From an optimization exercise on the open Yosys and OpenROAD flow, aimed at small area, a short achievable clock period and few clock cycles; shortcuts taken in it are not production practice. RTL that was checked went through simulation tests only; none was proved equivalent to the original. No driver is modelled on the clock port, so clock power and skew are understated where the tree is cut down; a real chip needs a root buffer or a tree. Power figures rest on the tool's default switching activity, not on a simulated workload.

## run A
==> flow/design.v (excerpt) <==
module simd_histogram (
	input             clk,
	input             rst_n,
	input             img_ready,
	output     [11:0] img_addr,
	input      [31:0] img_data,
	output            hist_we,
	output      [2:0] hist_addr,
	output     [15:0] hist_data,
	output reg        hist_transmit
);
Settings: LEC_CHECK=0, CAP_MARGIN=20, CORE_MARGIN=2, CORE_UTILIZATION=40, PLACE_DENSITY=0.6, SETUP_SLACK_MARGIN=3.85, SLEW_MARGIN=20; clock period 6.0 ns.
standard.sh (not shown) runs the stock make flow with config.mk's settings and CLKGATE_MAP_FILE= SYNTH_SCRIPT=/design/flow/synth_recipe.tcl, a recipe that flattens the netlist after the stock synthesis.
==> flow/flow/run.sh <==
#!/bin/bash
# The standard layout (standard.sh), except that the clock tree is built
# by flow/cts_hook.tcl, run by ORFS's CTS step as its PRE_CTS_TCL hook,
# instead of by TritonCTS, and the port buffers are inserted as buf_1 cells
# (buffer_ports otherwise picks a delay cell, clkdlybuf4s50_1, larger and
# slower; the timing repair resizes any that need more drive). make's full output goes to flow_make.log; each
# ORFS step keeps its own log under orfs/logs/.
set -euo pipefail
export PRE_CTS_TCL="$(pwd)/flow/cts_hook.tcl"
export BUFFER_PORTS_ARGS="-buffer_cell sky130_fd_sc_hd__buf_1"
bash standard.sh finish > flow_make.log 2>&1
Other scripts of this flow, unchanged in this note and not shown: flow/flow/cts_hook.tcl
Run A finished every step from synthesis to the final layout, and the layout passed the timing, DRC and antenna checks.
Testbench counts of run A, summed over its fixed seeds: cycles 131,464.
Setup changes, run A to run G
==> flow/flow/run.sh <==
#!/bin/bash
# The standard layout (standard.sh), except that the clock tree is built
# by flow/cts_hook.tcl, run by ORFS's CTS step as its PRE_CTS_TCL hook,
# instead of by TritonCTS. make's full output goes to flow_make.log; each
# ORFS step keeps its own log under orfs/logs/.
set -euo pipefail
export PRE_CTS_TCL="$(pwd)/flow/cts_hook.tcl"
bash standard.sh finish > flow_make.log 2>&1
The lower area added between synthesis and finish came out of run A.
Multi-input combinational area share: lower on run G
In run G, overall via count from detail_route is higher than in run A.
In every run of this note, the design's own scripts or RTL, not TritonCTS, make the clock network.


v30:
simd_histogram, a different RTL version from the one above (not shown whole).
Size in the first run: ~160 flip-flops, about 68 I/O pins, ~0.0059 mm^2 of cells after synthesis.
make LEC_CHECK=0 CAP_MARGIN=20 CORE_MARGIN=2 CORE_UTILIZATION=40 PLACE_DENSITY=0.6 SLEW_MARGIN=20 finish   # period 6.0 ns
run.sh (not shown) runs the stock make flow with config.mk's settings and CLKGATE_MAP_FILE= SYNTH_SCRIPT=/design/flow/synth_recipe.tcl, a recipe that flattens the netlist after the stock synthesis.
Stock flow here: none of the scripts above is used.
What v14 does differently from v30 at the input level:
Settings: putting SETUP_SLACK_MARGIN at 3.9 where nothing was set.
Notes after the runs:
- The flow did not stop early for v14: all stages ran, and the layout cleared the timing, DRC and antenna checks.
- | final period utilization | v14 vs v30 | 11 points lower |
- Power share of the sequential group for v14: 1.4 points down relative to v30
- Comparing v14 against v30, there is no change at all in first-pass iteration count of the detailed router.
- Re switching power as a share of total power: v14 is 2.0 points up on v30.
- Changes observed in v14 relative to v30: maximum frequency from static timing analysis picked up an extra 0.060 GHz; H-tree level count neither gained nor lost much; utilization after layout picked up an extra 7.6 points; register cell area after layout picked up an extra 2.3%.
- Side by side, power turned out higher in v14 than in v30.
- Layout buffer count excluding clock buffers (lower): v30
Function was not checked in any run of this note: the RTL went through the layout flow alone.


Another version of the RTL of simd_histogram (not shown whole).
For scale: roughly 480 cells after synthesis, roughly 170 flip-flops.
make LEC_CHECK=0 CAP_MARGIN=20 CORE_MARGIN=2 CORE_UTILIZATION=40 CTS_BUF_LIST=sky130_fd_sc_hd__clkbuf_8 CTS_CLUSTER_SIZE=40 PLACE_DENSITY=0.6 SETUP_SLACK_MARGIN=3.9 SLEW_MARGIN=20 finish   # period 6.0 ns
The first run ran to the end with no violations.
Testbench counts at the start, summed over its fixed seeds: cycles 131,464.
Rerun with:
Settings changed: SETUP_SLACK_MARGIN 3.9 to 3.85.
=> The new run passed the timing, DRC and antenna checks; wire length grows slightly; hold slack improved by 0.0058 ns; worst setup slack got worse by 0.0086 ns; via count shrinks slightly; die area does not change; core utilization is about the same; design area hardly moves; synthesized cell count is unchanged; clock power grows by a few percent; power grows slightly; clock skew shrinks by 0.0033 ns.


simd_histogram, a different RTL version from the one above (not shown whole).
For scale: ~430 cells after synthesis, roughly 160 flip-flops, ~5400 um^2 of cells after synthesis.
Design simd_histogram, start of the top module:
module simd_histogram (
	input             clk,
	input             rst_n,
	input             img_ready,
	output     [11:0] img_addr,
	input      [31:0] img_data,
	output            hist_we,
	output      [2:0] hist_addr,
	output     [15:0] hist_data,
	output reg        hist_transmit
);
clock: 6.0 ns
lec_check: 0
cap_margin: 20
core_margin: 2
core_utilization: 40
place_density: 0.6
slew_margin: 20
Rerun with:
Settings changed: SETUP_SLACK_MARGIN from default to 3.9.
Die area is unchanged.
Core utilization grows by 5.4 points.
Routed wire length rose by roughly a tenth.
Final cell count came out higher by a few percent.
Via count is higher by a few percent.
Design area grows by roughly a tenth.
Register-to-register slack improved by 510 ps.
No run of this note included a check of the RTL's function; only the layout flow was run.


Setup of main:
RTL: one of the versions met above, not the one the previous note started from.
Size in the first run: roughly 480 cells after synthesis, about 170 flip-flops, roughly 68 I/O pins.
Design simd_histogram, start of the top module:
module simd_histogram (
	input             clk,
	input             rst_n,
	input             img_ready,
	output     [11:0] img_addr,
	input      [31:0] img_data,
	output            hist_we,
	output      [2:0] hist_addr,
	output     [15:0] hist_data,
	output reg        hist_transmit
);
==> flow/config.mk <==
export PLATFORM = sky130hd
export DESIGN_NAME = simd_histogram
export DESIGN_NICKNAME = simd_histogram
export VERILOG_FILES = /design/flow/design.v
export SDC_FILE = /design/flow/constraint.sdc
export NUM_CORES = 4
export LEC_CHECK = 0
export CAP_MARGIN = 20
export CORE_MARGIN = 2
export CORE_UTILIZATION = 40
export PLACE_DENSITY = 0.6
export SETUP_SLACK_MARGIN = 4.0
export SLEW_MARGIN = 20
==> flow/constraint.sdc <==
create_clock -name core_clock -period 6.0 [get_ports {clk}]
set_input_delay 1.2000 -clock core_clock [delete_from_list [all_inputs] [get_ports {clk}]]
set_output_delay 1.2000 -clock core_clock [all_outputs]
set_load 0.01 [all_outputs]
standard.sh (not shown) runs the stock make flow with config.mk's settings and CLKGATE_MAP_FILE= SYNTH_SCRIPT=/design/flow/synth_recipe.tcl, a recipe that flattens the netlist after the stock synthesis.
==> flow/flow/run.sh <==
#!/bin/bash
# The standard layout (standard.sh), except that the clock tree is built
# by flow/cts_hook.tcl, run by ORFS's CTS step as its PRE_CTS_TCL hook,
# instead of by TritonCTS. make's full output goes to flow_make.log; each
# ORFS step keeps its own log under orfs/logs/.
set -euo pipefail
export PRE_CTS_TCL="$(pwd)/flow/cts_hook.tcl"
bash standard.sh finish > flow_make.log 2>&1
Other scripts of this flow, unchanged in this note and not shown: flow/flow/cts_hook.tcl
Testbench counts of main, summed over its fixed seeds: cycles 131,464.
[inputs] the feature branch vs main
# main
export LEC_CHECK = 0
export CAP_MARGIN = 20
export CORE_MARGIN = 2
export CORE_UTILIZATION = 40
export PLACE_DENSITY = 0.6
export SETUP_SLACK_MARGIN = 4.0
export SLEW_MARGIN = 20
create_clock -name core_clock -period 6.0 [get_ports {clk}]
# the feature branch
export LEC_CHECK = 0
export CAP_MARGIN = 20
export CORE_MARGIN = 2
export CORE_UTILIZATION = 40
export PLACE_DENSITY = 0.6
export SETUP_SLACK_MARGIN = 3.7
export SLEW_MARGIN = 20
create_clock -name core_clock -period 6.0 [get_ports {clk}]
Findings:
Run comparison: main cell with the largest stage delay on the worst path dfxtp_4; the feature branch cell with the largest stage delay on the worst path clkdlybuf4s50_1
Instance area after placement across main and the feature branch: no real change.
Re half-perimeter wire length after detailed placement: the feature branch is 56 µm up on main.
Power delta (the feature branch − main): favourable
No run of this note takes its clock network from TritonCTS; it comes from the design's own scripts or RTL.


## v23
simd_histogram, a different RTL version from the one above (not shown whole).
Size in the first run: about 470 cells after synthesis, ~170 flip-flops, about 68 I/O pins, about 5600 µm² of cells after synthesis.
Settings: LEC_CHECK=0, CAP_MARGIN=20, CORE_MARGIN=2, CORE_UTILIZATION=25, PLACE_DENSITY=0.5, SETUP_SLACK_MARGIN=3.85, SLEW_MARGIN=20; clock period 6.0 ns.
==> flow/flow/run.sh <==
#!/bin/bash
# The standard layout (standard.sh), except that the clock tree is built
# by flow/cts_hook.tcl, run by ORFS's CTS step as its PRE_CTS_TCL hook,
# instead of by TritonCTS, and the port buffers are inserted as buf_1 cells
# (buffer_ports otherwise picks a delay cell, clkdlybuf4s50_1, larger and
# slower; the timing repair resizes any that need more drive). make's full output goes to flow_make.log; each
# ORFS step keeps its own log under orfs/logs/.
set -euo pipefail
export PRE_CTS_TCL="$(pwd)/flow/cts_hook.tcl"
export BUFFER_PORTS_ARGS="-buffer_cell sky130_fd_sc_hd__buf_1"
bash standard.sh finish > flow_make.log 2>&1
Other scripts of this flow, unchanged in this note and not shown: flow/flow/cts_hook.tcl
Testbench counts of v23, summed over its fixed seeds: cycles 131,464.
Setup changes, v23 to v27
diff --git a/flow/config.mk b/flow/config.mk
--- a/flow/config.mk
+++ b/flow/config.mk
@@ -10,3 +10,3 @@
-export CORE_UTILIZATION = 25
-export PLACE_DENSITY = 0.5
-export SETUP_SLACK_MARGIN = 3.85
+export CORE_UTILIZATION = 40
+export PLACE_DENSITY = 0.6
+export SETUP_SLACK_MARGIN = 3.95
==> comparison <==
| flip-flop and latch share of the layout cell area | higher: v23 |
Net switching share of the total power was higher in v23 than in v27.
Cell area power density went down by a few percent going from v23 to v27.
Diff v23..v27 | critical path depth | negligible
NOTE number of global-route vias before repair v23->v27 decreased by a little under 10%
Input changes introduced in v13 (baseline for comparison: v27):
diff --git a/flow/config.mk b/flow/config.mk
--- a/flow/config.mk
+++ b/flow/config.mk
@@ -12 +12 @@
-export SETUP_SLACK_MARGIN = 3.95
+export SETUP_SLACK_MARGIN = 3.9
==> results.txt <==
v13 vs v27, area overhead of the layout relative to synthesis went down by 3.1 points.
Layout inverter count without the clock tree came out exactly the same in v27 and v13.
On switching part of the total, v13 tracks v27 almost exactly.
Relative to v27, the global-route usage of v13 is lower by 0.20 points.
Between v27 and v13, the switching component of the power figures differ only marginally.
Measured against each other, v27 and v13 differ in final clock period utilization by the worst path, the higher figure coming from v13.
Looking at met2 usage in global routing, v13 sits 0.49 points lower than v27 does.
Relative to v27, v13 improves total power consumption of the routed design.
Relative to v13, the following input files were edited for v57:
diff --git a/flow/flow/run.sh b/flow/flow/run.sh
--- a/flow/flow/run.sh
+++ b/flow/flow/run.sh
@@ -10,0 +11 @@
+export RECOVER_POWER=100
diff --git a/flow/config.mk b/flow/config.mk
--- a/flow/config.mk
+++ b/flow/config.mk
@@ -12 +12 @@
-export SETUP_SLACK_MARGIN = 3.9
+export SETUP_SLACK_MARGIN = 3.85
## What came out
The run showing the greater maximum clock skew at final layout is v13.
Relative to v13, the total area of sequential cells measured on v57 has decreased slightly.
Looking at met3 routing resource usage after global routing, v57 sits 0.33 points higher than v13 does.
The run with more routed wire is v13, not v57.
In the reports for v57 and v13, the larger count of buffering cells on the critical path with inverters included belongs to v13.
Looking at cell with the largest stage delay on the worst path, the dfxtp_2 result is from v13; the dfxtp_1 one comes from v57.
Area added between synthesis and finish came out lower on v57 than on v13.
In every run of this note, the design's own scripts or RTL, not TritonCTS, make the clock network.

-- what the ideal ports hide --
The results above use ideal ports. As a check the final layouts listed here were re-extracted and re-timed, cells and wires unchanged. Step 1 assumes that a clkbuf_16 drives the clock port and a buf_2 every other input. Step 2 adds t to the input delays and takes it off the output delays; t is the mean of the earliest and latest rising clock arrival at the registers after step 1. Input paths then give back, and output paths get back, about the clock's delay inside the block. Three values: ideal ports, drivers, drivers and shift; two values: the first two.
| run | t (ns) | setup WS [ns] | worst setup path after step 2 | slew at the worst register clock pin (ns) | worst data-port slew with drivers (ns) |
|---|---|---|---|---|---|
| run A | 0.405 | 3.904 / 3.865 / 3.691 | input to register | 0.10 / 0.10 | 0.03 |
| run G | 0.394 | 3.871 / 3.859 / 3.492 | input to register | 0.11 / 0.11 | 0.03 |
| v30 | 0.461 | 2.294 / 2.294 / 2.294 | register to register | 0.06 / 0.06 | 0.05 |
| v14 | 0.465 | 2.971 / 2.971 / 2.971 | register to register | 0.07 / 0.07 | 0.04 |
| the first run of note 3 | 0.477 | 3.885 / 3.851 / 3.493 | input to register | 0.09 / 0.09 | 0.03 |
| the second run of note 3 | 0.480 | 3.876 / 3.842 / 3.409 | input to register | 0.09 / 0.09 | 0.03 |
| the first run of note 4 | 0.452 | 2.837 / 2.837 / 2.837 | register to register | 0.06 / 0.06 | 0.04 |
| the second run of note 4 | 0.449 | 3.351 / 3.351 / 3.351 | register to register | 0.06 / 0.06 | 0.05 |
| main | 0.391 | 3.970 / 3.932 / 3.660 | input to register | 0.09 / 0.09 | 0.03 |
| the feature branch | 0.394 | 3.723 / 3.725 / 3.344 | input to register | 0.09 / 0.09 | 0.04 |
| v23 | 0.408 | 3.894 / 3.848 / 3.668 | input to register | 0.10 / 0.10 | 0.03 |
| v27 | 0.406 | 3.935 / 3.895 / 3.714 | input to register | 0.11 / 0.11 | 0.03 |
| v13 | 0.401 | 3.897 / 3.860 / 3.705 | input to register | 0.10 / 0.10 | 0.03 |
| v57 | 0.398 | 3.821 / 3.786 / 3.614 | input to register | 0.10 / 0.10 | 0.03 |
After both steps setup and hold are still met in every run listed. For the second run of note 3, which loses most, drivers alone change the setup slack by -0.034 ns; drivers and shift together by -0.467 ns.
